This design comes from an exercise in tuning for small area, a short achievable clock period and few clock cycles per item on the open sky130 flow, not from production work.
The RTL was checked by simulation tests, not by an equivalence proof against the original design.

==> flow/design.v, too long to show whole: its modules and the start of the top module <==
// module booth_enc: 50 lines
// module mul32_booth_enc: 742 lines
// module sq32: 651 lines
// module reg_sync: 24 lines
// module main_sync: 64 lines
module main_sync(clk, rst, ld_we, ld_addr, ld_data, start, a_addr, b_addr, c_addr,
		count, ready, done, result, rd_addr, rd_data);
  // ...
==> flow/flow/run.sh <==
#!/bin/bash
# Own flow: the standard layout, with Yosys's synth told not to run its
# early "abc -fast" pass (SYNTH_ARGS=-noabc). That pass rewrites the
# multiplier's full-adder logic so that extract_fa later finds most full
# adders with an inverted input or output, and the flow then adds about one
# inverter per full adder. Everything else, including the later ABC mapping,
# the flip-flops and their names, is the standard flow's.
set -euo pipefail
cd "$(dirname "$0")/.."
bash standard.sh SYNTH_ARGS=-noabc finish > run_standard.log 2>&1
==> flow/standard.sh <==
#!/bin/bash
# synth_recipe.tcl (not shown) runs the flow's synth.tcl, then flattens the netlist and writes it again
# the make line also repeats each setting of config.mk as NAME=value (left out here)
make -C /OpenROAD-flow-scripts/flow DESIGN_CONFIG=/design/flow/config.mk WORK_HOME=/design/flow/orfs CLKGATE_MAP_FILE= SYNTH_SCRIPT=/design/flow/synth_recipe.tcl "${@:-finish}"
==> flow/config.mk <==
export PLATFORM = sky130hd
export DESIGN_NAME = main_sync
export DESIGN_NICKNAME = main_sync
export VERILOG_FILES = /design/flow/design.v
export SDC_FILE = /design/flow/constraint.sdc
export NUM_CORES = 4
export LEC_CHECK = 0
export ABC_CLOCK_PERIOD_IN_PS = 6000
export CAP_MARGIN = 20
export CORE_MARGIN = 2
export CORE_UTILIZATION = 35
export PLACE_DENSITY = 0.5
export SETUP_SLACK_MARGIN = 4
export SLEW_MARGIN = 20
==> flow/constraint.sdc <==
create_clock -name core_clock -period 10.0 [get_ports {clk}]
set_input_delay 2.0000 -clock core_clock [delete_from_list [all_inputs] [get_ports {clk}]]
set_output_delay 2.0000 -clock core_clock [all_outputs]
set_load 0.01 [all_outputs]
==> metrics.md, run 1 <==
| Metric | Value |
|---|---|
| Hold wc startpoint | e[3]$_SDFF_PP0_ |
| Crit path from | P[18]$_DFFE_PP_ |
| Synth Area in Simple Gates | about 8.9% |
| IO Count | roughly 130 |
| Critical-path maximum fanout | 8 |
| Unrepaired setup endpoints after global routing | yes |
| Final Cycle Share | 59.65% |
| Compound-gate portion of the synthesized area | 21.30% |
| Max FFs per register | between 500 and 600 |
| R2r setup slk | 4.04 ns |
| Top Usage Layer GRT | met2 |
| Synth Area in Adders | 19.01% |
| Residual DRC | 0 |
| Root Buffer | clkbuf_16 |
| Met3 WL | around 34 mm |
| Dpl cells | about 5900 |
| Post-synth top flop | edfxtp_1 |
| Leading cell kind | multi-input gates |
| GPL Wtd Cong | slightly above 0.9 |
| Sequential fraction of the synthesis area | 39.27% |
| Syn-to-layout area delta | 18.00% |
| Die Y | 373.4 µm |
| Clk pin slew, worst setup/hold paths | approximately 0.060 ns |
| Status | complete, no violations |
Testbench counts, summed over its fixed seeds: cycles 35,421, commands 8,192.
==> run 2, diff against run 1 <==
--- a/flow/config.mk
+++ b/flow/config.mk
@@ -7,3 +7,3 @@
 export LEC_CHECK = 0
-export ABC_CLOCK_PERIOD_IN_PS = 6000
+export ABC_CLOCK_PERIOD_IN_PS = 6500
 export CAP_MARGIN = 20
@@ -12,3 +12,3 @@
 export PLACE_DENSITY = 0.5
-export SETUP_SLACK_MARGIN = 4
+export SETUP_SLACK_MARGIN = 3.5
 export SLEW_MARGIN = 20
==> metrics.md, run 2 <==
| Metric | Value |
|---|---|
| Final TNS setup | 0 ns |
| Port Buf Inserts | 125 |
| MaxCap Viol Count | 0 |
| Hold Path Class | register to register |
| Most common cell in the synthesized netlist | a22oi_1 |
| Gr ovfl total | 0 |
| Initial Util | 35.26% |
| Final setup fails | 0 |
| Max FFs per register | 512 (unchanged) |
| Finished Layout Cells | roughly 6100 |
| Hold-fix buffers at CTS | 0 |
| Post-Route Skew | 0.06887 ns |
| Critical path required time | 10.50 ns |
| Num rows | 135 |
| Endpoint class of the critical path | register |
| Die Y | 373.4 µm (unchanged) |
| Largest registers | register.R (512), P (32), rd_data (32) |
| Final Cycle Share | 63.31% (+3.7 points) |
| Iteration-0 DRC Markers | between 8000 and 9000 |
| Synth Instances | 4192 |
| Mapped Area | 47770 µm² |
| Max Used Layer | met5 |
| Placed Area | about 51000 µm² |
| Dpl cells | 5869 (-0.068%) |
| Mapped Nets | 4759 |
| CTS sink count | approximately 660 |
| Worst Max-Slew Pin Slew | 1.222 ns |
| Yosys cell types | 85 |
| Top cell type's share of synthesized area | 34.45% |
| GPL Wtd Cong | 0.9067 (-1.4%) |
| Fraction of registers with async set or reset after synthesis | 0% |
| Total number of vias | 40910 |
| Sequential fraction of the synthesis area | 39.27% (unchanged) |
| Post-synth top flop | edfxtp_1 |
| Crit path from | P[9]$_DFFE_PP_ |
| Worst setup path category | register to register |
| Syn-to-layout area delta | 14.96% |
| Longest Clk Path Bufs | 3 |
| Global-route wire length before repair | 314.9 mm |
| Min cycle time layout | 6.331 ns |
| Final nets | 4790 |
| Clk pin slew, worst setup/hold paths | 0.05 ns (about the same) |
| Vias in the first global route | 40080 |
| Largest net degree at the start of global routing | 54 |
| DR WL met2 | ~97 mm |
| GRT Util Overall | 31.44% |
| CP Launch Type | register |
| Top cells by count, synth | 722 x a22oi_1, 548 x edfxtp_1, 365 x fa_1, 339 x xnor2_1, 294 x clkbuf_1 |
| CP Data Arrival Time | 6.83 ns |
| Wire length per cell | 37.19 µm |
| Met3 WL | 30.66 mm (-11%) |
| IO Count | 126 (unchanged) |
| Largest cells by area after synthesis | edfxtp_1 34%, fa_1 15%, a22oi_1 11% |
| Critical-path maximum fanout | 16 (+8) |
| Commonest cells after routing, fill and taps aside | 722 x a22oi_1, 548 x edfxtp_1, 365 x fa_1 |
| Largest Register | register.R |
| Slew Limit Fails | 0 |
| CTS H-Tree Depth | 3 |
| R2r setup slk | 3.67 ns (-0.37 ns) |
| Fmax | 0.1580 GHz |
| Die width | between 300 and 400 µm |
| Clk latency of the worst-skew pair | 0.72 ns |
| Fraction of layout cells with a size suffix above 1 | between 10 and 15% |
| DP HPWL | 134.5 mm |
| Status | complete, no violations |
| Post-detailed-routing wire length | 225.8 mm |
| Root Buffer | clkbuf_16 |
| Synth warnings | 3 |
| Post-route cell area | 54920 µm² |
| Pre-antenna DRT Iters | 12 |
| CTS tree | yes |
| Most common cell after layout, fill and taps aside | a22oi_1 |
| Routed Antenna Nets | 0 |
| Yosys reg bits | 663 |
| Inserted Clock Buffers | 78 |
| Total die area | 139500 µm² |
| Post-Syn Area per Cell | 11.40 µm² |
| Core area | between 100000 and 150000 µm² |
| Post-synth top area cell | edfxtp_1 |
| R2R Path Start | P[9]$_DFFE_PP_ |
| Hold wc startpoint | e[3]$_SDFF_PP0_ |
| Min Hold Slack | a little under 0.5 ns |
| Residual DRC | 0 (unchanged) |
| Final Hold Viols | 0 |
| EDFF count, synth | 548 |
| Post-Route M1 WL | ~84 mm |
| Initial antenna violation count | 10 |
| Vias/cell | 6.737 |
| Slew HR | between 10% and 20% |
| Unrepaired setup endpoints after global routing | no |
-- run 2: cell counts after synthesis --
Identical to the previous run, type by type.
-- run 2: layout make-up --
type / count / area (µm²)
fill: 12950 / 80550
multi-input combinational: 3101 / 28020
sequential: 663 / 18820
timing repair buffer: 317 / 2874
tap: 1781 / 2228
clock buffer: 101 / 2100
clock inverter: 45 / 629.4
inverter: 62 / 235.2
antenna: 2 / 5.005
-- run 2: cell families after synthesis --
logic type	Yosys count	synth area share (%)
xor+xnor	371	6.802
mux	53	1.192
fa+ha+maj	507	19.01
buf+inv	428	3.517
flops	663	39.27
simple gates	797	8.908
compound gates	1373	21.30
-- run 2: through the flow --
stage	utilization [%]	setup WS [ns]
5_1_grt	40.54	3.492
2_1_floorplan	-	3.507
4_1_cts	40.23	3.501
3_5_place_dp	37.92	2.471
6_report	40.54	3.669
3_3_place_gp	37.91	2.584
-- run 2: layer usage --
metal  vias to the layer above  global-route usage (%)
met4                        12                   15.38
li1                      16090                       -
met1                     20280                   40.77
met5                         -                       0
met2                      3612                   47.01
met3                       916                   10.44
-- run 2: worst paths after layout --
check                           depth (start not counted)                     endpoint
worst max register to register                         18  register.R[1][24]$_DFFE_PP_
worst min-delay path                                    1                 e[2]$_DFF_P_
worst max-delay path                                   18  register.R[1][24]$_DFFE_PP_
worst min register to register                          1                 e[2]$_DFF_P_
-- run 2: repair_timing --
action,in CTS,in global routing
gates resized for setup,26,42
pin swaps,5,5
setup endpoints to repair,139,168
buffers inserted,27,27
cloned,0,1
-- run 2: critical path: stages, from the launching register on --
cell and delay (ns):
edfxtp_1 0.55, buf_6 0.25, a22oi_1 0.20, xnor2_1 0.09
ha_1 0.35, fa_1 0.52, fa_1 0.46, fa_1 0.52
fa_1 0.59, ha_2 0.35, a21o_1 0.19, a211o_1 0.29
a221o_1 0.27, a21oi_2 0.24, o21bai_1 0.23, o21bai_1 0.10
a21oi_1 0.20, xnor2_1 0.35, o211a_4 0.41
==> run 3, diff against run 2 <==
==> flow/flow/run.sh (replaced) <==
#!/bin/bash
# Own flow: the standard layout with two changes.
# 1. Yosys's synth does not run its early "abc -fast" pass (SYNTH_ARGS=-noabc).
#    That pass rewrites the multiplier's full-adder logic so that extract_fa
#    later finds most full adders with an inverted input or output, and about
#    one inverter per full adder is added. The later ABC mapping, the
#    flip-flops and their names are the standard flow's.
# 2. Every input and output port still gets its own buffer, but a buf_1
#    (BUFFER_PORTS_ARGS) instead of the delay buffer buffer_ports picks by
#    default; repair may still resize it.
set -euo pipefail
cd "$(dirname "$0")/.."
bash standard.sh SYNTH_ARGS=-noabc "BUFFER_PORTS_ARGS=-buffer_cell sky130_fd_sc_hd__buf_1" finish > run_standard.log 2>&1
--- a/flow/config.mk
+++ b/flow/config.mk
@@ -7,3 +7,3 @@
 export LEC_CHECK = 0
-export ABC_CLOCK_PERIOD_IN_PS = 6500
+export ABC_CLOCK_PERIOD_IN_PS = 5500
 export CAP_MARGIN = 20
@@ -12,3 +12,3 @@
 export PLACE_DENSITY = 0.5
-export SETUP_SLACK_MARGIN = 3.5
+export SETUP_SLACK_MARGIN = 4.5
 export SLEW_MARGIN = 20
==> metrics.md, run 3 <==
| Metric | Value |
|---|---|
| Final Cycle Share | 59.22% (-4.1 points) |
| Crit-path max cell delay | 0.65 ns (+0.06 ns) |
| Post-synth top flop | edfxtp_1 |
| Final TNS setup | 0 ns (unchanged) |
| CTS tree | yes |
| Final Hold Viols | 0 (unchanged) |
| Root Buffer | clkbuf_16 |
| Clk latency of the worst-skew pair | 0.68 ns (-0.04 ns) |
| Routing usage on met3 | 12.33% (+1.9 points) |
| Mapped Area | 47770 µm² (unchanged) |
| Worst path cell trace | buf_12 -> buf_12 -> a22oi_2 -> xnor2_2 -> fa_1 -> fa_2 -> fa_1 -> fa_1 -> fa_1 -> ha_4 -> a21o_1 -> a21o_1 -> a21o_1 -> a21oi_2 -> o31ai_4 -> a21o_1 -> a21oi_2 -> xor2_2 -> a21oi_4 -> buf_12 |
| Initial Util | 35.26% (unchanged) |
| Clk pin slew, worst setup/hold paths | 0.06 ns (about the same) |
| Fraction of registers with async set or reset after synthesis | 0% (unchanged) |
| Yosys cell types | 85 (unchanged) |
| Unrepaired setup endpoints after global routing | yes |
| Largest registers | register.R (512), P (32), rd_data (32) |
| Critical path required time | 10.41 ns (-0.09 ns) |
| Critical-path maximum fanout | 8 (-8) |
| Pre-antenna DRT Iters | 14 (+2) |
| DP HPWL | 133.4 mm (-0.80%) |
| Endpoint class of the critical path | register |
| Post-detailed-routing wire length | 235.0 mm (+4.1%) |
| Fmax | 0.1689 GHz (+6.9%) |
| Total number of vias | 41940 (+2.5%) |
| Final nets | 4909 (+2.5%) |
| Initial antenna violation count | 16 (+6) |
| Met2 Track Usage GR | 48.18% (+1.2 points) |
| CP Launch Type | register |
| Top Usage Layer GRT | met2 |
| Yosys reg bits | 663 (unchanged) |
| Die width | 373.4 µm (unchanged) |
| Final setup fails | 0 (unchanged) |
| Top cells by count, synth | 722 x a22oi_1, 548 x edfxtp_1, 365 x fa_1, 339 x xnor2_1, 294 x clkbuf_1 |
| CTS sink count | 663 (unchanged) |
| CP Data Arrival Time | 6.34 ns (-0.49 ns) |
| Mapped Nets | 4759 (unchanged) |
| Slew Limit Fails | 0 (unchanged) |
| Port Buf Inserts | 125 (unchanged) |
| Largest Register | register.R |
| Commonest cells after routing, fill and taps aside | 664 x a22oi_1, 548 x edfxtp_1, 312 x fa_1 |
| Post-synth top area cell | edfxtp_1 |
| Met1 global-route usage | 41.46% (+0.69 points) |
| Inserted Clock Buffers | 77 (-1.3%) |
| Routed Antenna Nets | 0 (unchanged) |
| GRT Util Overall | 32.49% (+1.0 points) |
| Core area | 135500 µm² (unchanged) |
| CP max stage cell | fa_1 |
| Global-route wire length before repair | 323.8 mm (+2.8%) |
| Fraction of layout cells with a size suffix above 1 | 19.46% (+7.8 points) |
| EDFF count, synth | 548 (unchanged) |
| Vias/cell | 6.777 (+0.59%) |
| Largest cells by area after synthesis | edfxtp_1 34%, fa_1 15%, a22oi_1 11% |
| Iteration-0 DRC Markers | 8189 (-3.5%) |
| MaxCap Viol Count | 0 (unchanged) |
| Top cell type's share of synthesized area | 34.45% (unchanged) |
| Sequential fraction of the synthesis area | 39.27% (unchanged) |
| Most common cell in the synthesized netlist | a22oi_1 |
| GPL Wtd Cong | 0.9375 (+3.4%) |
| Slew HR | 21.97% (+3.6 points) |
| IO Count | 126 (unchanged) |
| Min cycle time layout | 5.922 ns (-0.4086 ns) |
| Wire length per cell | 37.97 µm (+2.1%) |
| Hold Path Class | register to register |
| Placed Area | 50870 µm² (-0.99%) |
| CTS H-Tree Depth | 3 (unchanged) |
| Status | complete, no violations |
| Largest net degree at the start of global routing | 60 (+11%) |
| Vias in the first global route | 41370 (+3.2%) |
| Residual DRC | 0 (unchanged) |
| Die Y | 373.4 µm (unchanged) |
| Synth warnings | 3 (unchanged) |
| Synth Instances | 4192 (unchanged) |
| Gr ovfl total | 0 (unchanged) |
| Longest Clk Path Bufs | 3 (unchanged) |
| Num rows | 135 (unchanged) |
| Most common cell after layout, fill and taps aside | a22oi_1 |
| Post-Route Skew | 0.02937 ns (-0.03950 ns) |
| Post-Syn Area per Cell | 11.40 µm² (unchanged) |
| Max FFs per register | 512 (unchanged) |
| Syn-to-layout area delta | 20.07% |
| Worst setup path category | register to register |
| Total die area | 139500 µm² (unchanged) |
| Post-route cell area | 57360 µm² (+4.4%) |
| Worst Max-Slew Pin Slew | 1.170 ns (-0.05178 ns) |
[run 3: cell types whose count changed in the layout (fill, tap and decap cells not counted), sizes merged]
cell	previous run	this run
bufinv	12	8
inv	64	65
buf	195	417
clkdlybuf4s50	121	0
clkbuf	102	105
clkinvlp	5	8
and3	5	6
o211a	2	3
clkinv	26	29
diode	2	4
bufbuf	0	6
[run 3: path summary, 6_finish.rpt]
check	startpoint	endpoint	slack (ns)	cells after the start
setup reg to reg	P[11]$_DFFE_PP_	register.R[14][30]$_DFFE_PP_	4.08	20
hold reg to reg	e[2]$_DFF_P_	e[1]$_DFF_P_	0.49	1
hold / removal	e[2]$_DFF_P_	e[1]$_DFF_P_	0.49	1
setup / recovery	P[11]$_DFFE_PP_	register.R[14][30]$_DFFE_PP_	4.08	20
[run 3: final cells by class]
cell class                 instances  area (µm²)
antenna                            4       10.01
clock buffer                      93        2107
clock inverter                    48       521.8
fill                           12750       78110
inverter                          62       239.0
multi-input combinational       3103       29410
sequential                       663       18850
tap                             1781        2228
timing repair buffer             435        3988
[run 3: worst max-delay path, delay by kind of cell, from the launching register on]
kind | cells | cell delay (ns)
compound gates | 9 | 1.52
xor+xnor | 2 | 0.41
fa+ha+maj | 6 | 2.80
buf+inv | 3 | 0.49
flops | 1 | 0.41
[run 3: stage by stage]
step           cells  worst slack [ns]  hold WS [ns]  utilization, %
5_1_grt         6185             3.977        0.5200           42.33
4_1_cts         6144             4.153        0.4964           41.56
3_3_place_gp    5871             3.150        0.4724           37.53
3_5_place_dp    5873             3.123        0.4821           37.55
6_report        6189             4.078        0.4936           42.34
2_1_floorplan   4192             4.117        0.4575               -
[run 3: logic make-up (layout without fill, tap and decap cells)]
group / count (synthesis) / after routing / share of synthesized area (%)
fa+ha+maj: 507 / 507 / 19.01
simple gates: 797 / 798 / 8.908
buf+inv: 428 / 638 / 3.517
other cells: 0 / 4 / 0
mux: 53 / 53 / 1.192
xor+xnor: 371 / 371 / 6.802
flops: 663 / 663 / 39.27
compound gates: 1373 / 1374 / 21.30
[run 3: per-layer routing]
metal | up-vias | routed length [µm]
li1 | 16360 | -
met1 | 20630 | 84870
met2 | 3883 | 99070
met3 | 1058 | 35810
met4 | 14 | 15180
met5 | - | 75
[run 3: repair_timing]
action | CTS | global route
gates resized for setup | 276 | 135
setup buffers | 120 | 32
cloned | 10 | 9
hold buffers | 0 | 0
pin swaps | 133 | 111
endpoints found under the setup margin | 368 | 292
==> run 4, diff against run 3 <==
--- a/flow/config.mk
+++ b/flow/config.mk
@@ -7,3 +7,3 @@
 export LEC_CHECK = 0
-export ABC_CLOCK_PERIOD_IN_PS = 5500
+export ABC_CLOCK_PERIOD_IN_PS = 6000
 export CAP_MARGIN = 20
@@ -12,3 +12,3 @@
 export PLACE_DENSITY = 0.5
-export SETUP_SLACK_MARGIN = 4.5
+export SETUP_SLACK_MARGIN = 4
 export SLEW_MARGIN = 20
==> metrics.md, run 4 <==
| Metric | Value |
|---|---|
| Status | complete, no violations |
| Largest Register | register.R |
| Yosys cell types | 85 (unchanged) |
| Hold-fix buffers at CTS | 0 (unchanged) |
| CTS H-Tree Depth | 3 (unchanged) |
| Clk latency of the worst-skew pair | 0.71 ns (+0.03 ns) |
| Register area | 18810 µm² (-0.22%) |
| Worst setup path category | register to register |
| CP Data Arrival Time | 6.36 ns (+0.02 ns) |
| Sequential fraction of the synthesis area | 39.27% (unchanged) |
| CTS tree | yes |
| Mapped Nets | 4759 (unchanged) |
| CTS sink count | 663 (unchanged) |
| Num rows | 135 (unchanged) |
| R2R Path Start | P[23]$_DFFE_PP_ |
| EDFF count, synth | 548 (unchanged) |
| GPL Wtd Cong | 0.9367 (about the same) |
| Hold depth | 1 (unchanged) |
| Total number of vias | 41120 (-2.0%) |
| Most common cell after layout, fill and taps aside | a22oi_1 |
| Endpoint class of the critical path | register |
| Synth warnings | 3 (unchanged) |
| Critical-path maximum fanout | 8 (unchanged) |
| Die Y | 373.4 µm (unchanged) |
| Total die area | 139500 µm² (unchanged) |
| Inserted Clock Buffers | 77 (unchanged) |
| Wire length per cell | 36.93 µm (-2.7%) |
| CP max stage cell | edfxtp_1 |
| Critical path required time | 10.43 ns (+0.02 ns) |
| Root Buffer | clkbuf_16 |
| Post-Route Skew | 0.04339 ns (+0.01401 ns) |
| Residual DRC | 0 (unchanged) |
| Die width | 373.4 µm (unchanged) |
| Final Hold Viols | 0 (unchanged) |
| R2R Path End | register.R[12][30]$_DFFE_PP_ |
| Slew Limit Fails | 0 (unchanged) |
| Post-synth top flop | edfxtp_1 |
| Fmax | 0.1687 GHz (about the same) |
| DP HPWL | 132.4 mm (-0.77%) |
| Synth Instances | 4192 (unchanged) |
| Worst Max-Slew Pin Slew | 1.206 ns (+0.03542 ns) |
| Syn-to-layout area delta | 15.14% |
| Final Cycle Share | 59.27% (about the same) |
| Pre-antenna DRT Iters | 12 (-2) |
| Worst R2R Path Depth | 18 (-10%) |
| Core area | 135500 µm² (unchanged) |
| Worst path top cell family by delay | adder cells |
| Mapped Area | 47770 µm² (unchanged) |
| Global-route wire length before repair | 312.7 mm (-3.4%) |
| Largest net degree at the start of global routing | 56 (-6.7%) |
| Fraction of registers with async set or reset after synthesis | 0% (unchanged) |
| Post-synth top area cell | edfxtp_1 |
| Final nets | 4822 (-1.8%) |
| Post-detailed-routing wire length | 225.4 mm (-4.1%) |
| Min cycle time layout | 5.927 ns (+0.004390 ns) |
| Crit path buf inv count | 3 (unchanged) |
| Gr ovfl total | 0 (unchanged) |
| Post-Syn Area per Cell | 11.40 µm² (unchanged) |
| Min Hold Slack | 0.4928 ns (-0.0008030 ns) |
| Initial antenna violation count | 11 (-5) |
| Hold Path Class | register to register |
| Initial Util | 35.26% (unchanged) |
| R2r setup slk | 4.07 ns (about the same) |
| Footprint of the multi-input gates | 28420 µm² (-3.4%) |
| Worst path cell trace | buf_4 -> a22oi_1 -> xnor2_1 -> ha_1 -> fa_1 -> fa_1 -> fa_2 -> fa_1 -> fa_1 -> ha_1 -> inv_1 -> or2_2 -> o31ai_2 -> a21o_1 -> a21oi_2 -> xor2_2 -> a21oi_4 -> clkbuf_16 |
| CP Launch Type | register |
| Final TNS setup | 0 ns (unchanged) |
| Most common cell in the synthesized netlist | a22oi_1 |
| Filler instances | 12970 (+1.7%) |
| Longest Clk Path Bufs | 3 (unchanged) |
| Max FFs per register | 512 (unchanged) |
| Vias/cell | 6.739 (-0.56%) |
| Largest registers | register.R (512), P (32), rd_data (32) |
| Commonest cells after routing, fill and taps aside | 703 x a22oi_1, 548 x edfxtp_1, 346 x fa_1 |
| Crit-path max cell delay | 0.54 ns (-0.11 ns) |
| IO Count | 126 (unchanged) |
| Fraction of layout cells with a size suffix above 1 | 13.89% (-5.6 points) |
| Slew HR | 19.61% (-2.4 points) |
| Routed Antenna Nets | 0 (unchanged) |
| Hold wc startpoint | e[2]$_DFF_P_ |
| Top cells by count, synth | 722 x a22oi_1, 548 x edfxtp_1, 365 x fa_1, 339 x xnor2_1, 294 x clkbuf_1 |
| Top cell type's share of synthesized area | 34.45% (unchanged) |
| Port Buf Inserts | 125 (unchanged) |
| Unrepaired setup endpoints after global routing | yes |
| MaxCap Viol Count | 0 (unchanged) |
| Yosys reg bits | 663 (unchanged) |
| Iteration-0 DRC Markers | 8247 (+0.71%) |
| GRT Util Overall | 31.25% (-1.2 points) |
| Worst hold path endpoint | e[1]$_DFF_P_ |
| Vias in the first global route | 40110 (-3.1%) |
| Final setup fails | 0 (unchanged) |
| Clk pin slew, worst setup/hold paths | 0.06 ns (about the same) |
| Largest cells by area after synthesis | edfxtp_1 34%, fa_1 15%, a22oi_1 11% |
| Crit path top cell by count | fa_1 |
-- run 4: logic make-up after synthesis --
family	after synthesis	share of synthesized area (%)
xor gates and xnor gates	371	6.802
buffers and inverters	428	3.517
and+or+nand+nor	797	8.908
AOI/OAI and AO/OA	1373	21.30
DFF	663	39.27
muxes	53	1.192
adders and majority gates	507	19.01
-- run 4: cell type report --
class | count | share of cell area [%]
Antenna cell | 1 | 0.004549
Sequential cell | 663 | 34.20
Inverter | 62 | 0.4276
Clock buffer | 98 | 3.774
Tap cell | 1781 | 4.051
Timing Repair Buffer | 350 | 4.831
Clock inverter | 46 | 1.055
Multi-Input combinational cell | 3101 | 51.66
-- run 4: worst reg2reg max path, delay by kind of cell, from the launching register on --
family	cells	cell delay [ns]
AOI/OAI and AO/OA	5	0.85
and+or+nand+nor	1	0.34
buffers and inverters	3	0.49
adders and majority gates	7	3.10
DFF	1	0.54
xor gates and xnor gates	2	0.35
-- run 4: worst max-delay path by stage --
stage                startpoint                      endpoint  slack, ns  depth (start not counted)
6_report        P[23]$_DFFE_PP_  register.R[12][30]$_DFFE_PP_       4.07                         18
3_5_place_dp   X_neg[0]$_DFF_P_   register.R[9][26]$_DFFE_PP_       3.21                         17
4_1_cts        X_one[1]$_DFF_P_  register.R[11][30]$_DFFE_PP_       4.00                         19
3_3_place_gp   X_neg[0]$_DFF_P_  register.R[12][26]$_DFFE_PP_       3.24                         17
2_1_floorplan   P[13]$_DFFE_PP_   register.R[0][30]$_DFFE_PP_       4.00                         20
5_1_grt         P[26]$_DFFE_PP_  register.R[15][31]$_DFFE_PP_       3.84                         17
-- run 4: through the flow --
stage                     util [%]  instance area, µm²  setup slack, ns  cells
final                        40.61               55010            4.073   6102
after global routing         40.60               55000            3.837   6101
after CTS                    40.08               54290            4.000   6078
after detailed placement     37.41               50680            3.209   5874
after global placement       37.39               50650            3.239   5874
after floorplan                  -               47870            4.005   4192
-- run 4: timing repair --
| item | 4_1_cts | 5_1_grt |
|---|---|---|
| endpoints found under the hold margin | 0 | 0 |
| pin swaps | 15 | 46 |
| gates resized for setup | 98 | 97 |
| gates cloned | 1 | 4 |
| buffers inserted | 59 | 19 |
| setup endpoints to repair | 236 | 167 |
-- run 4: per-layer routing --
layer | share of wire [%] | track usage [%]
met4 | 6.0 | 14.60
met3 | 15 | 12.06
met1 | 38 | 41.07
met5 | 0.044 | 0
met2 | 42 | 45.12
==> run 5, diff against run 4 <==
--- a/flow/config.mk
+++ b/flow/config.mk
@@ -11,2 +11,5 @@
 export CORE_UTILIZATION = 35
+export CTS_BUF_LIST = sky130_fd_sc_hd__clkbuf_16
+export CTS_CLUSTER_DIAMETER = 60
+export CTS_CLUSTER_SIZE = 16
 export PLACE_DENSITY = 0.5
==> metrics.md, run 5 <==
| Metric | Value |
|---|---|
| Port Buf Inserts | 125 (unchanged) |
| Mapped Area | 47770 µm² (unchanged) |
| Yosys reg bits | 663 (unchanged) |
| Post-Syn Area per Cell | 11.40 µm² (unchanged) |
| Global-route wire length before repair | 312.6 mm (about the same) |
| Final TNS setup | 0 ns (unchanged) |
| Slew Limit Fails | 0 (unchanged) |
| Critical-path maximum fanout | 27 (+19) |
| Initial antenna violation count | 13 (+2) |
| Met3 WL | 33.05 mm (-0.31%) |
| Num rows | 135 (unchanged) |
| Synth Instances | 4192 (unchanged) |
| CP Data Arrival Time | 6.48 ns (+0.12 ns) |
| Crit path top cell by count | fa_1 |
| Unrepaired setup endpoints after global routing | yes |
| Sequential fraction of the synthesis area | 39.27% (unchanged) |
| Dpl cells | 5874 (unchanged) |
| Final Hold Viols | 0 (unchanged) |
| Largest net degree at the start of global routing | 56 (unchanged) |
| Total die area | 139500 µm² (unchanged) |
| Top cell type's share of synthesized area | 34.45% (unchanged) |
| Hold-fix buffers at CTS | 0 (unchanged) |
| EDFF count, synth | 548 (unchanged) |
| Mapped Nets | 4759 (unchanged) |
| Gr ovfl total | 0 (unchanged) |
| Fraction of layout cells with a size suffix above 1 | 14.62% (+0.73 points) |
| Min Hold Slack | 0.4859 ns (-0.006880 ns) |
| Filler instances | 12950 (-0.16%) |
| Longest Clk Path Bufs | 3 (unchanged) |
| Most common cell in the synthesized netlist | a22oi_1 |
| Largest registers | register.R (512), P (32), rd_data (32) |
| CP Launch Type | register |
| Post-Route M1 WL | 84.71 mm (-0.16%) |
| Post-detailed-routing wire length | 226.2 mm (+0.37%) |
| Post-synth top area cell | edfxtp_1 |
| Clk pin slew, worst setup/hold paths | 0.06 ns (about the same) |
| Die Y | 373.4 µm (unchanged) |
| Post-synth top flop | edfxtp_1 |
| Crit-path max cell delay | 0.61 ns (+0.07 ns) |
| Inserted Clock Buffers | 71 (-7.8%) |
| Vias/cell | 6.775 (+0.55%) |
| Wire length per cell | 36.97 µm (about the same) |
| Synth warnings | 3 (unchanged) |
| DR WL met2 | 94.25 mm (+0.64%) |
| Commonest cells after routing, fill and taps aside | 694 x a22oi_1, 548 x edfxtp_1, 336 x fa_1 |
| DP HPWL | 132.4 mm (unchanged) |
| Endpoint class of the critical path | register |
| Worst path top cell family by delay | adder cells |
| Largest cells by area after synthesis | edfxtp_1 34%, fa_1 15%, a22oi_1 11% |
| Slew HR | 15.93% (-3.7 points) |
| Hold Path Class | register to register |
| Total number of vias | 41460 (+0.83%) |
| Largest Register | register.R |
| Footprint of the multi-input gates | 28540 µm² (+0.43%) |
| Die width | 373.4 µm (unchanged) |
| GRT Util Overall | 31.22% (about the same) |
| Worst Max-Slew Pin Slew | 1.261 ns (+0.05521 ns) |
| Worst path cell trace | buf_6 -> and2_1 -> fa_1 -> fa_1 -> fa_1 -> fa_1 -> fa_1 -> ha_4 -> a21o_1 -> a21o_1 -> a21oi_1 -> nor2_1 -> a211oi_2 -> o31ai_4 -> o31ai_2 -> xor2_1 -> mux2i_4 -> ha_1 -> a211oi_1 |
| Routed Antenna Nets | 0 (unchanged) |
| Fmax | 0.1681 GHz (-0.35%) |
| CTS sink count | 663 (unchanged) |
| Residual DRC | 0 (unchanged) |
| IO Count | 126 (unchanged) |
| Crit path buf inv count | 1 (-2) |
| Fraction of registers with async set or reset after synthesis | 0% (unchanged) |
| Final Cycle Share | 59.48% (+0.21 points) |
| Register area | 18820 µm² (about the same) |
| Iteration-0 DRC Markers | 8144 (-1.2%) |
| MaxCap Viol Count | 0 (unchanged) |
| Syn-to-layout area delta | 15.40% |
| Critical path required time | 10.53 ns (+0.10 ns) |
| Worst setup path category | register to register |
| Initial Util | 35.26% (unchanged) |
| Status | complete, no violations |
| Finished Layout Cells | 6119 (+0.28%) |
| CTS H-Tree Depth | 3 (unchanged) |
| Yosys cell types | 85 (unchanged) |
| Pre-antenna DRT Iters | 13 (+1) |
| Max FFs per register | 512 (unchanged) |
| Max Used Layer | met5 |
| Post-Route Skew | 0.07696 ns (+0.03357 ns) |
| GPL Wtd Cong | 0.9367 (unchanged) |
| Core area | 135500 µm² (unchanged) |
| Most common cell after layout, fill and taps aside | a22oi_1 |
| Clk latency of the worst-skew pair | 0.69 ns (-0.02 ns) |
| Top cells by count, synth | 722 x a22oi_1, 548 x edfxtp_1, 365 x fa_1, 339 x xnor2_1, 294 x clkbuf_1 |
| Vias in the first global route | 40160 (+0.12%) |
| Final setup fails | 0 (unchanged) |
| Min cycle time layout | 5.948 ns (+0.02080 ns) |
| CTS tree | yes |
| Root Buffer | clkbuf_16 |
| CP max stage cell | fa_1 |
| Final nets | 4839 (+0.35%) |
## run 5: cell counts after synthesis
Identical to the previous run, type by type.
## run 5: metal layers
layer,up-vias,GRT usage [%]
met3,951,12.37
met2,3641,45.14
met5,-,0
met1,20640,40.80
li1,16220,-
met4,6,14.51
## run 5: cell type report
class,instances,share of cell area (%)
timing repair buffer,373,5.415
multi-input combinational,3101,51.77
clock inverter,57,0.8239
tap,1781,4.042
antenna,8,0.03631
clock buffer,74,3.359
inverter,62,0.4267
sequential,663,34.13
## run 5: repair_timing
action	in CTS	in global routing
buffers inserted	60	36
pin swaps	16	101
endpoints found under the hold margin	0	0
gates resized for setup	99	137
cloned	1	9
endpoints found under the setup margin	236	161
## run 5: cells by family after synthesis
group	after synthesis	share of synthesized area, %
AO/OA/AOI/OAI	1373	21.30
XOR/XNOR	371	6.802
adder cells (fa/ha/maj)	507	19.01
buffers and inverters	428	3.517
flip-flops	663	39.27
multiplexers	53	1.192
AND/OR/NAND/NOR	797	8.908
## run 5: worst reg2reg max path, cell delays in order, from the launching register on
cell	delay [ns]
dfxtp_1	0.30
buf_6	0.18
and2_1	0.22
fa_1	0.55
fa_1	0.54
fa_1	0.47
fa_1	0.50
fa_1	0.61
ha_4	0.24
a21o_1	0.17
a21o_1	0.18
a21oi_1	0.18
nor2_1	0.08
a211oi_2	0.24
o31ai_4	0.15
o31ai_2	0.22
xor2_1	0.36
mux2i_4	0.21
ha_1	0.25
a211oi_1	0.17
## run 5: final timing paths
path / start / endpoint / slack, ns / cells past startpoint
min reg2reg: e[2]$_DFF_P_ / e[1]$_DFF_P_ / 0.49 / 1
min: e[2]$_DFF_P_ / e[1]$_DFF_P_ / 0.49 / 1
max: X[4]$_DFF_P_ / X_neg[15]$_DFF_P_ / 4.05 / 19
max reg2reg: X[4]$_DFF_P_ / X_neg[15]$_DFF_P_ / 4.05 / 19
## run 5: per-stage QoR
step,util (%),setup slack [ns],instance area [µm²]
after global placement,37.39,3.239,50650
after detailed placement,37.41,3.209,50680
after CTS,39.85,4.008,53980
after global routing,40.68,3.910,55110
after floorplan,-,4.005,47870
final,40.69,4.052,55130
==> run 6, diff against run 5 <==
--- a/flow/config.mk
+++ b/flow/config.mk
@@ -12,4 +12,4 @@
 export CTS_BUF_LIST = sky130_fd_sc_hd__clkbuf_16
-export CTS_CLUSTER_DIAMETER = 60
-export CTS_CLUSTER_SIZE = 16
+export CTS_CLUSTER_DIAMETER = 80
+export CTS_CLUSTER_SIZE = 20
 export PLACE_DENSITY = 0.5
==> metrics.md, run 6 <==
| Metric | Value |
|---|---|
| Slew Limit Fails | 0 (unchanged) |
| Post-route cell area | 54150 µm² (-1.8%) |
| Final Hold Viols | 0 (unchanged) |
| Post-Route Skew | 0.07006 ns (-0.006899 ns) |
| Iteration-0 DRC Markers | 8385 (+3.0%) |
| Fraction of registers with async set or reset after synthesis | 0% (unchanged) |
| Routed Antenna Nets | 0 (unchanged) |
| GRT Util Overall | 31.00% (-0.22 points) |
| Most common cell in the synthesized netlist | a22oi_1 |
| Final Cycle Share | 58.91% (-0.56 points) |
| Die width | 373.4 µm (unchanged) |
| CP Data Arrival Time | 6.42 ns (-0.06 ns) |
| Vias in the first global route | 39810 (-0.87%) |
| CTS H-Tree Depth | 2 (-1) |
| DP HPWL | 132.4 mm (unchanged) |
| Post-synth top area cell | edfxtp_1 |
| Largest registers | register.R (512), P (32), rd_data (32) |
| Final nets | 4812 (-0.56%) |
| CP Launch Type | register |
| Port Buf Inserts | 125 (unchanged) |
| Fmax | 0.1697 GHz (+0.96%) |
| Sequential fraction of the synthesis area | 39.27% (unchanged) |
| Yosys reg bits | 663 (unchanged) |
| Largest cells by area after synthesis | edfxtp_1 34%, fa_1 15%, a22oi_1 11% |
| IO Count | 126 (unchanged) |
| Worst Max-Slew Pin Slew | 1.300 ns (+0.03859 ns) |
| Unrepaired setup endpoints after global routing | no |
| Inserted Clock Buffers | 44 (-38%) |
| Synth Instances | 4192 (unchanged) |
| GPL Wtd Cong | 0.9367 (unchanged) |
| Residual DRC | 0 (unchanged) |
| Longest Clk Path Bufs | 3 (unchanged) |
| Mapped Area | 47770 µm² (unchanged) |
| Hold Path Class | register to register |
| Post-Syn Area per Cell | 11.40 µm² (unchanged) |
| Post-synth top flop | edfxtp_1 |
| Total die area | 139500 µm² (unchanged) |
| Worst setup path category | register to register |
| Root Buffer | clkbuf_16 |
| Slew HR | 13.35% (-2.6 points) |
| Endpoint class of the critical path | register |
| Initial Util | 35.26% (unchanged) |
| Clk latency of the worst-skew pair | 0.68 ns (about the same) |
| CTS tree | yes |
| Clk pin slew, worst setup/hold paths | 0.10 ns (+0.04 ns) |
| Largest net degree at the start of global routing | 56 (unchanged) |
| Mapped Nets | 4759 (unchanged) |
| EDFF count, synth | 548 (unchanged) |
| Top cell type's share of synthesized area | 34.45% (unchanged) |
| Post-detailed-routing wire length | 225.9 mm (-0.11%) |
| Final setup fails | 0 (unchanged) |
| Die Y | 373.4 µm (unchanged) |
| Critical-path maximum fanout | 27 (unchanged) |
| Placed Area | 50680 µm² (unchanged) |
| Min cycle time layout | 5.891 ns (-0.05631 ns) |
| Gr ovfl total | 0 (unchanged) |
| Yosys cell types | 85 (unchanged) |
| Core area | 135500 µm² (unchanged) |
| Vias/cell | 6.766 (-0.14%) |
| Synth warnings | 3 (unchanged) |
| Syn-to-layout area delta | 13.35% |
| Fraction of layout cells with a size suffix above 1 | 13.51% (-1.1 points) |
| Filler instances | 13030 (+0.59%) |
| CTS sink count | 663 (unchanged) |
| MaxCap Viol Count | 0 (unchanged) |
| Total number of vias | 41020 (-1.1%) |
| Max FFs per register | 512 (unchanged) |
| Top cells by count, synth | 722 x a22oi_1, 548 x edfxtp_1, 365 x fa_1, 339 x xnor2_1, 294 x clkbuf_1 |
| Global-route wire length before repair | 311.1 mm (-0.49%) |
| Num rows | 135 (unchanged) |
| Largest Register | register.R |
| Most common cell after layout, fill and taps aside | a22oi_1 |
| Initial antenna violation count | 12 (-1) |
| Wire length per cell | 37.27 µm (+0.81%) |
| Commonest cells after routing, fill and taps aside | 698 x a22oi_1, 548 x edfxtp_1, 341 x fa_1 |
| Status | complete, no violations |
| Critical path required time | 10.53 ns (about the same) |
| Final TNS setup | 0 ns (unchanged) |
| Pre-antenna DRT Iters | 12 (-1) |
## run 6: layer usage
metal / wire length [µm] / global-route usage [%] / up-vias
li1: - / - / 16120
met1: 84310 / 40.77 / 20400
met2: 93900 / 45.21 / 3583
met3: 33710 / 11.74 / 908
met4: 13940 / 13.76 / 12
met5: 85 / 0 / -
## run 6: worst paths after layout
kind | startpoint | end | slack, ns | cells past startpoint
setup / recovery | X[4]$_DFF_P_ | X_neg[15]$_DFF_P_ | 4.11 | 19
hold / removal | e[2]$_DFF_P_ | e[1]$_DFF_P_ | 0.49 | 1
setup reg to reg | X[4]$_DFF_P_ | X_neg[15]$_DFF_P_ | 4.11 | 19
hold reg to reg | e[2]$_DFF_P_ | e[1]$_DFF_P_ | 0.49 | 1
## run 6: per-stage QoR
stage               std cells  util, %  setup slack [ns]  hold slack (ns)
global route             6060    39.97             3.948           0.5164
detailed placement       5874    37.41             3.209           0.4724
global placement         5874    37.39             3.239           0.4669
floorplan                4192        -             4.005           0.4575
CTS                      6015    39.17             4.000           0.4932
finish                   6063    39.97             4.109           0.4942
## run 6: cells by family after synthesis
kind of cell | synth area share [%]
mux | 1.192
buf+inv | 3.517
compound gates | 21.30
xor+xnor | 6.802
fa+ha+maj | 19.01
simple gates | 8.908
flops | 39.27
## run 6: cell type report
class                           instances  area (µm²)  share of cell area (%)
Clock inverter                         36       310.3                  0.5731
Clock buffer                           44        1101                   2.033
Sequential cell                       663       18830                   34.77
Inverter                               62       235.2                  0.4344
Multi-Input combinational cell       3101       28490                   52.61
Timing Repair Buffer                  373        2952                   5.451
Tap cell                             1781        2228                   4.115
Antenna cell                            3       7.507                 0.01386
## run 6: critical path, cell delays in order (launching register included)
cell and delay, ns:
dfxtp_1 0.33, buf_8 0.17, and2_1 0.20, fa_1 0.55, fa_1 0.53, fa_1 0.47
fa_1 0.49, fa_1 0.58, ha_4 0.24, a21o_1 0.17, a21o_1 0.19, a21oi_2 0.14
nor2_1 0.07, a211oi_2 0.19, o31ai_2 0.14, o31ai_1 0.27, xor2_1 0.37, mux2i_4 0.21
ha_1 0.25, a211oi_1 0.18
## run 6: timing repair
action | in CTS | in global routing
endpoints found under the setup margin | 204 | 170
gates resized for setup | 99 | 119
setup buffers | 60 | 35
hold endpoints to repair | 0 | 0
gates cloned | 1 | 10
hold buffers | 0 | 0
pin swaps | 18 | 95
==> run 7, diff against run 6 <==
--- a/flow/config.mk
+++ b/flow/config.mk
@@ -15,3 +15,3 @@
 export PLACE_DENSITY = 0.5
-export SETUP_SLACK_MARGIN = 4
+export SETUP_SLACK_MARGIN = 4.2
 export SLEW_MARGIN = 20
==> metrics.md, run 7 <==
| Metric | Value |
|---|---|
| Status | complete, no violations |
| Filler instances | 12960 (-0.57%) |
| Top cells by count, synth | 722 x a22oi_1, 548 x edfxtp_1, 365 x fa_1, 339 x xnor2_1, 294 x clkbuf_1 |
| Top cell type's share of synthesized area | 34.45% (unchanged) |
| CTS tree | yes |
| EDFF count, synth | 548 (unchanged) |
| Post-synth top flop | edfxtp_1 |
| Mapped Nets | 4759 (unchanged) |
| Post-synth top area cell | edfxtp_1 |
| Max FFs per register | 512 (unchanged) |
| Hold Path Class | register to register |
| Synth warnings | 3 (unchanged) |
| Final nets | 4851 (+0.81%) |
| MaxCap Viol Count | 0 (unchanged) |
| Largest net degree at the start of global routing | 50 (-11%) |
| Final Hold Viols | 0 (unchanged) |
| Slew HR | 16.15% (+2.8 points) |
| Unrepaired setup endpoints after global routing | yes |
| CTS H-Tree Depth | 2 (unchanged) |
| Root Buffer | clkbuf_16 |
| Fmax | 0.1704 GHz (+0.37%) |
| Placed Area | 50710 µm² (about the same) |
| Die Y | 373.4 µm (unchanged) |
| Initial antenna violation count | 21 (+9) |
| Worst setup path category | register to register |
| Synth Instances | 4192 (unchanged) |
| Hold wc startpoint | e[3]$_SDFF_PP0_ |
| Fraction of registers with async set or reset after synthesis | 0% (unchanged) |
| Vias in the first global route | 40660 (+2.1%) |
| Sequential fraction of the synthesis area | 39.27% (unchanged) |
| Most common cell in the synthesized netlist | a22oi_1 |
| Commonest cells after routing, fill and taps aside | 692 x a22oi_1, 548 x edfxtp_1, 329 x xnor2_1 |
| GPL Wtd Cong | 0.9193 (-1.9%) |
| Post-Route Skew | 0.08483 ns (+0.01477 ns) |
| Global-route wire length before repair | 314.4 mm (+1.0%) |
| Die width | 373.4 µm (unchanged) |
| GRT Util Overall | 31.36% (+0.35 points) |
| Critical-path maximum fanout | 8 (-70%) |
| CTS sink count | 663 (unchanged) |
| Final Cycle Share | 58.70% (-0.22 points) |
| Clk pin slew, worst setup/hold paths | 0.09 ns (about the same) |
| Yosys reg bits | 663 (unchanged) |
| Total die area | 139500 µm² (unchanged) |
| Port Buf Inserts | 125 (unchanged) |
| Iteration-0 DRC Markers | 8056 (-3.9%) |
| Wire length per cell | 36.86 µm (-1.1%) |
| Final TNS setup | 0 ns (unchanged) |
| Final setup fails | 0 (unchanged) |
| Largest Register | register.R |
| Most common cell after layout, fill and taps aside | a22oi_1 |
| Slew Limit Fails | 0 (unchanged) |
| Post-detailed-routing wire length | 225.0 mm (-0.42%) |
| Worst path cell trace | buf_4 -> a22oi_1 -> xnor2_1 -> fa_1 -> fa_1 -> fa_1 -> fa_2 -> fa_1 -> fa_2 -> xnor2_1 -> xnor2_1 -> xnor2_1 -> xnor2_1 -> xnor2_1 -> xnor2_2 -> xnor2_2 -> a211oi_4 -> buf_4 -> buf_12 |
| Longest Clk Path Bufs | 3 (unchanged) |
| Crit path from | P[24]$_DFFE_PP_ |
| Inserted Clock Buffers | 44 (unchanged) |
| Largest cells by area after synthesis | edfxtp_1 34%, fa_1 15%, a22oi_1 11% |
| Total number of vias | 40990 (-0.076%) |
| Largest registers | register.R (512), P (32), rd_data (32) |
| Fraction of layout cells with a size suffix above 1 | 15.40% (+1.9 points) |
| CP Launch Type | register |
| Routed Antenna Nets | 0 (unchanged) |
| Gr ovfl total | 0 (unchanged) |
| CP Data Arrival Time | 6.29 ns (-0.13 ns) |
| Clk latency of the worst-skew pair | 0.71 ns (+0.03 ns) |
| Syn-to-layout area delta | 14.66% |
| Crit-path max cell delay | 0.56 ns (-0.02 ns) |
| DP HPWL | 133.4 mm (+0.70%) |
| IO Count | 126 (unchanged) |
| CP max stage cell | fa_1 |
| Endpoint class of the critical path | register |
| Residual DRC | 0 (unchanged) |
| Post-Syn Area per Cell | 11.40 µm² (unchanged) |
| Yosys cell types | 85 (unchanged) |
| Mapped Area | 47770 µm² (unchanged) |
| Crit path top cell by count | xnor2_1 |
| Vias/cell | 6.714 (-0.76%) |
| Num rows | 135 (unchanged) |
| R2r setup slk | 4.13 ns (+0.02 ns) |
| R2R Path Start | P[24]$_DFFE_PP_ |
| Hold-fix buffers at CTS | 0 (unchanged) |
| Post-route cell area | 54780 µm² (+1.2%) |
| Min cycle time layout | 5.870 ns (-0.02156 ns) |
| Pre-antenna DRT Iters | 11 (-1) |
| Critical path required time | 10.42 ns (-0.11 ns) |
| Worst Max-Slew Pin Slew | 1.251 ns (-0.04869 ns) |
| Core area | 135500 µm² (unchanged) |
| Initial Util | 35.26% (unchanged) |
## run 7: changes by cell type in the layout (fill, tap and decap cells not counted), sizes merged
cell,delta
buf,+45
clkbuf,-6
diode,+2
bufinv,-1
clkinv,+1
o211a,+1
## run 7: logic make-up (layout without fill, tap and decap cells)
logic type / after synthesis / count (layout) / synth area share, %
xor+xnor: 371 / 371 / 6.802
compound gates: 1373 / 1374 / 21.30
buf+inv: 428 / 554 / 3.517
simple gates: 797 / 797 / 8.908
flops: 663 / 663 / 39.27
mux: 53 / 53 / 1.192
other cells: 0 / 5 / 0
fa+ha+maj: 507 / 507 / 19.01
## run 7: cell type report
type	count	area (µm²)	share of cell area (%)
antenna	5	12.51	0.02284
clock inverter	36	301.5	0.5505
multi-input combinational	3102	28720	52.43
inverter	62	235.2	0.4294
timing repair buffer	411	3326	6.072
sequential	663	18830	34.38
clock buffer	45	1126	2.056
tap	1781	2228	4.068
## run 7: layer usage
metal | global-route usage (%) | vias up | wire (µm)
li1 | - | 16210 | -
met1 | 40.86 | 20260 | 84180
met2 | 45.70 | 3566 | 94110
met3 | 12.22 | 930 | 33660
met4 | 14.16 | 26 | 12740
met5 | 0.8233 | - | 327
## run 7: repair_timing
action / 4_1_cts / 5_1_grt
hold endpoints to repair: 0 / 0
pin swaps: 86 / 73
cloned: 5 / 3
setup buffers: 120 / 14
setup endpoints to repair: 288 / 233
resized for setup: 185 / 84
## run 7: worst max-delay path: cells and delay by family, from the launching register on
| family | cells | cell delay, ns |
|---|---|---|
| xor+xnor | 8 | 1.52 |
| compound gates | 2 | 0.28 |
| fa+ha+maj | 6 | 2.83 |
| flops | 1 | 0.48 |
| buf+inv | 3 | 0.50 |
## run 7: metrics by stage
| step | hold WS (ns) | instances | worst slack, ns | utilization (%) |
|---|---|---|---|---|
| 6_report | 0.4926 | 6105 | 4.130 | 40.43 |
| 5_1_grt | 0.4854 | 6103 | 4.015 | 40.43 |
| 4_1_cts | 0.4903 | 6082 | 4.109 | 40.01 |
| 3_5_place_dp | 0.4862 | 5876 | 3.110 | 37.43 |
| 3_3_place_gp | 0.4704 | 5876 | 3.156 | 37.42 |
| 2_1_floorplan | 0.4575 | 4192 | 4.117 | - |
## run 7: path summary, 6_finish.rpt
| kind | endpoint | cells past startpoint |
|---|---|---|
| worst max-delay path | register.R[0][31]$_DFFE_PP_ | 19 |
| worst min-delay path | e[2]$_DFF_P_ | 1 |
| worst max register to register | register.R[0][31]$_DFFE_PP_ | 19 |
| worst min register to register | e[2]$_DFF_P_ | 1 |
==> run 8, diff against run 7 <==
--- a/flow/config.mk
+++ b/flow/config.mk
@@ -15,3 +15,3 @@
 export PLACE_DENSITY = 0.5
-export SETUP_SLACK_MARGIN = 4.2
+export SETUP_SLACK_MARGIN = 3.8
 export SLEW_MARGIN = 20
==> metrics.md, run 8 <==
| Metric | Value |
|---|---|
| IO Count | 126 (unchanged) |
| Post-Route M1 WL | 85.16 mm (+1.2%) |
| Post-synth top area cell | edfxtp_1 |
| Yosys cell types | 85 (unchanged) |
| Vias/cell | 6.753 (+0.58%) |
| Post-Route Skew | 0.09670 ns (+0.01187 ns) |
| Gr ovfl total | 0 (unchanged) |
| Mapped Area | 47770 µm² (unchanged) |
| Largest cells by area after synthesis | edfxtp_1 34%, fa_1 15%, a22oi_1 11% |
| R2R Path Start | P[25]$_DFFE_PP_ |
| Largest Register | register.R |
| Synth Area in Simple Gates | 8.908% (unchanged) |
| CTS sink count | 663 (unchanged) |
| GRT Util Overall | 31.37% (about the same) |
| Worst setup path category | register to register |
| Critical-path maximum fanout | 6 (-2) |
| Worst R2R Path Depth | 19 (unchanged) |
| Most common cell in the synthesized netlist | a22oi_1 |
| Slew HR | 18.57% (+2.4 points) |
| Endpoint class of the critical path | register |
| CTS H-Tree Depth | 2 (unchanged) |
| Clk latency of the worst-skew pair | 0.70 ns (about the same) |
| Unrepaired setup endpoints after global routing | yes |
| Fraction of registers with async set or reset after synthesis | 0% (unchanged) |
| Residual DRC | 0 (unchanged) |
| Compound-gate portion of the synthesized area | 21.30% (unchanged) |
| Critical path required time | 10.49 ns (+0.07 ns) |
| CP Launch Type | register |
| DR WL met2 | 94.72 mm (+0.65%) |
| Largest family of logic cells by synthesized area | compound AO/OA/AOI/OAI gates |
| Post-synthesis mux area share | 1.192% (unchanged) |
| Top cells by count, synth | 722 x a22oi_1, 548 x edfxtp_1, 365 x fa_1, 339 x xnor2_1, 294 x clkbuf_1 |
| Final Hold Viols | 0 (unchanged) |
| Slew Limit Fails | 0 (unchanged) |
| Fmax | 0.1623 GHz (-4.7%) |
| Post-detailed-routing wire length | 226.5 mm (+0.68%) |
| Hold Path Class | register to register |
| Max FFs per register | 512 (unchanged) |
| Final nets | 4799 (-1.1%) |
| Synth Area in XOR/XNOR | 6.802% (unchanged) |
| Synth Area in Adders | 19.01% (unchanged) |
| DP HPWL | 135.8 mm (+1.8%) |
| Max Used Layer | met5 |
| Post-Syn Area per Cell | 11.40 µm² (unchanged) |
| Met3 WL | 33.32 mm (-1.0%) |
| CP Data Arrival Time | 6.65 ns (+0.36 ns) |
| Commonest cells after routing, fill and taps aside | 717 x a22oi_1, 548 x edfxtp_1, 364 x fa_1 |
| Die width | 373.4 µm (unchanged) |
| Crit-path max cell delay | 0.67 ns (+0.11 ns) |
| Worst Max-Slew Pin Slew | 1.221 ns (-0.02960 ns) |
| Final setup fails | 0 (unchanged) |
| Total number of vias | 40900 (-0.23%) |
| Port Buf Inserts | 125 (unchanged) |
| Syn-to-layout area delta | 11.59% |
| EDFF count, synth | 548 (unchanged) |
| Num rows | 135 (unchanged) |
| Sequential fraction of the synthesis area | 39.27% (unchanged) |
| Status | complete, no violations |
| Worst hold path endpoint | e[2]$_DFF_P_ |
| Worst path cell trace | buf_4 -> a22oi_2 -> xnor2_2 -> fa_1 -> fa_1 -> fa_1 -> fa_1 -> fa_1 -> fa_2 -> ha_2 -> a21oi_4 -> inv_1 -> a21oi_1 -> o21a_1 -> o31ai_2 -> a21oi_2 -> xnor2_2 -> a211oi_4 -> buf_4 |
| Initial antenna violation count | 10 (-52%) |
| Iteration-0 DRC Markers | 8516 (+5.7%) |
| Yosys reg bits | 663 (unchanged) |
| Clk pin slew, worst setup/hold paths | 0.08 ns (about the same) |
| Initial Util | 35.26% (unchanged) |
| Longest Clk Path Bufs | 3 (unchanged) |
| Routed Antenna Nets | 0 (unchanged) |
| Root Buffer | clkbuf_16 |
| Final core utilization | 39.35% (-1.1 points) |
| Core area | 135500 µm² (unchanged) |
| R2R Path End | register.R[14][31]$_DFFE_PP_ |
| Hold wc startpoint | e[3]$_SDFF_PP0_ |
| Synth warnings | 3 (unchanged) |
| Inserted Clock Buffers | 44 (unchanged) |
| Total die area | 139500 µm² (unchanged) |
| Top cell type's share of synthesized area | 34.45% (unchanged) |
| Global-route wire length before repair | 313.1 mm (-0.41%) |
| Largest registers | register.R (512), P (32), rd_data (32) |
| Post-synth top flop | edfxtp_1 |
| CP max stage cell | fa_2 |
| Wire length per cell | 37.41 µm (+1.5%) |
| GPL Wtd Cong | 0.9240 (+0.51%) |
| Pre-antenna DRT Iters | 13 (+2) |
| Crit path top cell by count | fa_1 |
| Most common cell after layout, fill and taps aside | a22oi_1 |
| Min cycle time layout | 6.160 ns (+0.2899 ns) |
| MaxCap Viol Count | 0 (unchanged) |
| R2r setup slk | 3.84 ns (-0.29 ns) |
| Largest net degree at the start of global routing | 64 (+28%) |
| Vias in the first global route | 39390 (-3.1%) |
| Final TNS setup | 0 ns (unchanged) |
| Hold depth | 1 (unchanged) |
| CTS tree | yes |
| Die Y | 373.4 µm (unchanged) |
| Final Cycle Share | 61.60% (+2.9 points) |
| Synth Instances | 4192 (unchanged) |
| Fraction of layout cells with a size suffix above 1 | 11.55% (-3.8 points) |
| Hold-fix buffers at CTS | 0 (unchanged) |
| Mapped Nets | 4759 (unchanged) |
[run 8: kinds of logic after synthesis]
| family | Yosys count |
|---|---|
| AO/OA/AOI/OAI | 1373 |
| XOR/XNOR | 371 |
| adder cells (fa/ha/maj) | 507 |
| buffers and inverters | 428 |
| flip-flops | 663 |
| multiplexers | 53 |
| AND/OR/NAND/NOR | 797 |
[run 8: through the flow]
stage               setup WS (ns)  cells  instance area [µm²]  hold slack, ns
finish                      3.840   6056                53310          0.5037
global route                3.630   6048                53290          0.5286
CTS                         3.801   6010                52670          0.5020
detailed placement          3.097   5871                50630          0.4783
global placement            3.107   5870                50620          0.4726
floorplan                   3.811   4192                47840          0.4575
[run 8: worst max-delay path: cells and delay by family, from the launching register on]
kind,cells,cell delay [ns]
adders and majority gates,7,3.44
AOI/OAI and AO/OA,7,1.25
xor gates and xnor gates,2,0.27
DFF,1,0.57
buffers and inverters,3,0.48
[run 8: worst max-delay path by stage]
stage | start | end | slack, ns | depth (start not counted)
after floorplan | X_neg[1]$_DFF_P_ | register.R[0][30]$_DFFE_PP_ | 3.81 | 20
after global placement | X_neg[0]$_DFF_P_ | register.R[2][22]$_DFFE_PP_ | 3.11 | 16
after detailed placement | X_neg[0]$_DFF_P_ | register.R[5][22]$_DFFE_PP_ | 3.10 | 16
after CTS | X[10]$_DFF_P_ | X_neg[15]$_DFF_P_ | 3.80 | 16
after global routing | X_two[6]$_DFF_P_ | register.R[11][30]$_DFFE_PP_ | 3.63 | 20
final | P[25]$_DFFE_PP_ | register.R[14][31]$_DFFE_PP_ | 3.84 | 19
[run 8: layer usage]
metal,global-route usage (%),up-vias
li1,-,16100
met1,41.64,20240
met2,45.74,3645
met3,11.53,901
met4,13.51,14
met5,0,-
[run 8: final cells by class]
class                           count  area, µm²
Fill cell                       13100      82160
Multi-Input combinational cell   3101      28080
Sequential cell                   663      18820
Timing Repair Buffer              360       2521
Tap cell                         1781       2228
Clock buffer                       44       1101
Clock inverter                     37      299.0
Inverter                           62      235.2
Antenna cell                        8      20.02
[run 8: timing repair]
item	CTS	global route
pin swaps	5	16
gates resized for setup	36	66
setup buffers	58	37
gates cloned	0	1
setup endpoints to repair	161	200
==> run 9, diff against run 8 <==
--- a/flow/config.mk
+++ b/flow/config.mk
@@ -8,3 +8,3 @@
 export ABC_CLOCK_PERIOD_IN_PS = 6000
-export CAP_MARGIN = 20
+export CAP_MARGIN = 10
 export CORE_MARGIN = 2
@@ -15,3 +15,3 @@
 export PLACE_DENSITY = 0.5
-export SETUP_SLACK_MARGIN = 3.8
-export SLEW_MARGIN = 20
+export SETUP_SLACK_MARGIN = 4
+export SLEW_MARGIN = 10
==> metrics.md, run 9 <==
| Metric | Value |
|---|---|
| Core area | 135500 µm² (unchanged) |
| Mapped Nets | 4759 (unchanged) |
| Crit-path max cell delay | 0.65 ns (-0.02 ns) |
| Port Buf Inserts | 125 (unchanged) |
| Vias in the first global route | 39720 (+0.85%) |
| Iteration-0 DRC Markers | 8306 (-2.5%) |
| Yosys reg bits | 663 (unchanged) |
| Final setup fails | 0 (unchanged) |
| Die width | 373.4 µm (unchanged) |
| Post-synth top area cell | edfxtp_1 |
| Slew Limit Fails | 0 (unchanged) |
| Largest net degree at the start of global routing | 56 (-13%) |
| IO Count | 126 (unchanged) |
| R2R Path End | register.R[5][31]$_DFFE_PP_ |
| Unrepaired setup endpoints after global routing | yes |
| MaxCap Viol Count | 0 (unchanged) |
| Final nets | 4798 (-0.021%) |
| Mapped Area | 47770 µm² (unchanged) |
| CP max stage cell | fa_2 |
| Worst hold path endpoint | e[1]$_DFF_P_ |
| Dpl cells | 5874 (+0.051%) |
| Fraction of registers with async set or reset after synthesis | 0% (unchanged) |
| Gr ovfl total | 0 (unchanged) |
| Final TNS setup | 0 ns (unchanged) |
| R2r setup slk | 4.08 ns (+0.24 ns) |
| Routed Antenna Nets | 0 (unchanged) |
| Final Cycle Share | 59.23% (-2.4 points) |
| Post-synth top flop | edfxtp_1 |
| Crit path buf inv count | 4 (+1) |
| Status | complete, no violations |
| DP HPWL | 132.4 mm (-2.5%) |
| Sequential fraction of the synthesis area | 39.27% (unchanged) |
| Critical path required time | 10.49 ns (about the same) |
| Min cycle time layout | 5.923 ns (-0.2365 ns) |
| Yosys cell types | 85 (unchanged) |
| Largest cells by area after synthesis | edfxtp_1 34%, fa_1 15%, a22oi_1 11% |
| Initial antenna violation count | 13 (+3) |
| Fraction of layout cells with a size suffix above 1 | 13.05% (+1.5 points) |
| Hold wc startpoint | e[2]$_DFF_P_ |
| Global-route wire length before repair | 312.5 mm (-0.18%) |
| Finished Layout Cells | 6055 (-0.017%) |
| GRT Util Overall | 31.15% (-0.22 points) |
| CTS sink count | 663 (unchanged) |
| Top cell type's share of synthesized area | 34.45% (unchanged) |
| Inserted Clock Buffers | 46 (+4.5%) |
[run 9: metal layers]
metal | GRT usage [%] | wire length (µm)
met1 | 41.28 | 84760
met2 | 45.40 | 94110
met3 | 11.67 | 33380
met4 | 13.35 | 13450
met5 | 0 | 158
[run 9: timing repair]
action | CTS | global route
pin swaps | 18 | 81
gates resized for setup | 89 | 122
setup buffers | 57 | 24
endpoints found under the setup margin | 220 | 190
hold buffers | 0 | 0
endpoints found under the hold margin | 0 | 0
gates cloned | 1 | 7
[run 9: worst max-delay path by stage]
stage	from	end	slack [ns]	cells after the start
after floorplan	P[13]$_DFFE_PP_	register.R[0][30]$_DFFE_PP_	4.00	20
after global placement	X_neg[0]$_DFF_P_	register.R[12][26]$_DFFE_PP_	3.24	17
after detailed placement	X_neg[0]$_DFF_P_	register.R[15][24]$_DFFE_PP_	3.19	17
after CTS	P[15]$_DFFE_PP_	register.R[14][30]$_DFFE_PP_	4.00	21
after global routing	P[21]$_DFFE_PP_	register.R[5][31]$_DFFE_PP_	3.92	20
final	P[21]$_DFFE_PP_	register.R[5][31]$_DFFE_PP_	4.08	20
[run 9: cell type report]
| type | count | area [µm²] |
|---|---|---|
| multi-input combinational | 3101 | 28470 |
| antenna | 6 | 15.01 |
| sequential | 663 | 18820 |
| inverter | 62 | 235.2 |
| clock inverter | 37 | 304.0 |
| fill | 13010 | 81470 |
| clock buffer | 48 | 1201 |
| tap | 1781 | 2228 |
| timing repair buffer | 357 | 2729 |
[run 9: stage by stage]
step                      utilization, %  cell area, µm²  worst slack, ns
final                              39.86           54000            4.077
after floorplan                        -           47870            4.005
after global placement             37.39           50650            3.239
after global routing               39.85           53980            3.918
after CTS                          39.15           53040            4.001
after detailed placement           37.39           50650            3.194
[run 9: kinds of logic after synthesis]
family	after synthesis	synth area share [%]
buf+inv	428	3.517
flops	663	39.27
compound gates	1373	21.30
simple gates	797	8.908
fa+ha+maj	507	19.01
xor+xnor	371	6.802
mux	53	1.192

==> re-timing with driven ports <==
In the flow no input, the clock included, has a driving cell. The finished layouts below were timed again as built, in two steps. Step 1 (the two cells are an assumption about what drives the block):
set clk [get_ports {clk}]
set_driving_cell -lib_cell sky130_fd_sc_hd__clkbuf_16 $clk
set_driving_cell -lib_cell sky130_fd_sc_hd__buf_2 [delete_from_list [all_inputs] $clk]
Step 2 times the ports against the registers' clock, not the clock port: input delays grow and output delays shrink by t, the midpoint of the rising clock arrivals with the driver on. Three values: ideal ports, drivers, drivers and shift; two values: the first two.
| run | t (ns) | setup WS [ns] | hold slack, ns | worst setup path at the end |
|---|---|---|---|---|
| run 1 | 0.760 | 4.035 / 4.035 / 3.383 | 0.488 / 0.488 / 0.488 | input to register |
| run 2 | 0.753 | 3.669 / 3.669 / 3.406 | 0.486 / 0.486 / 0.486 | input to register |
| run 3 | 0.738 | 4.078 / 4.078 / 3.809 | 0.494 / 0.494 / 0.494 | input to register |
| run 4 | 0.762 | 4.073 / 4.073 / 3.448 | 0.493 / 0.493 / 0.493 | input to register |
| run 5 | 0.736 | 4.052 / 4.052 / 3.538 | 0.486 / 0.486 / 0.486 | input to register |
| run 6 | 0.723 | 4.109 / 4.109 / 3.529 | 0.494 / 0.494 / 0.494 | input to register |
| run 7 | 0.749 | 4.130 / 4.130 / 3.977 | 0.493 / 0.493 / 0.493 | input to register |
| run 8 | 0.728 | 3.840 / 3.840 / 3.693 | 0.504 / 0.504 / 0.504 | input to register |
| run 9 | 0.726 | 4.077 / 4.077 / 3.442 | 0.495 / 0.495 / 0.495 | input to register |
After both steps every run listed still meets setup and hold. The setup slack of run 1, which loses most, moves by 0.000 ns with the drivers and by -0.652 ns with both steps.
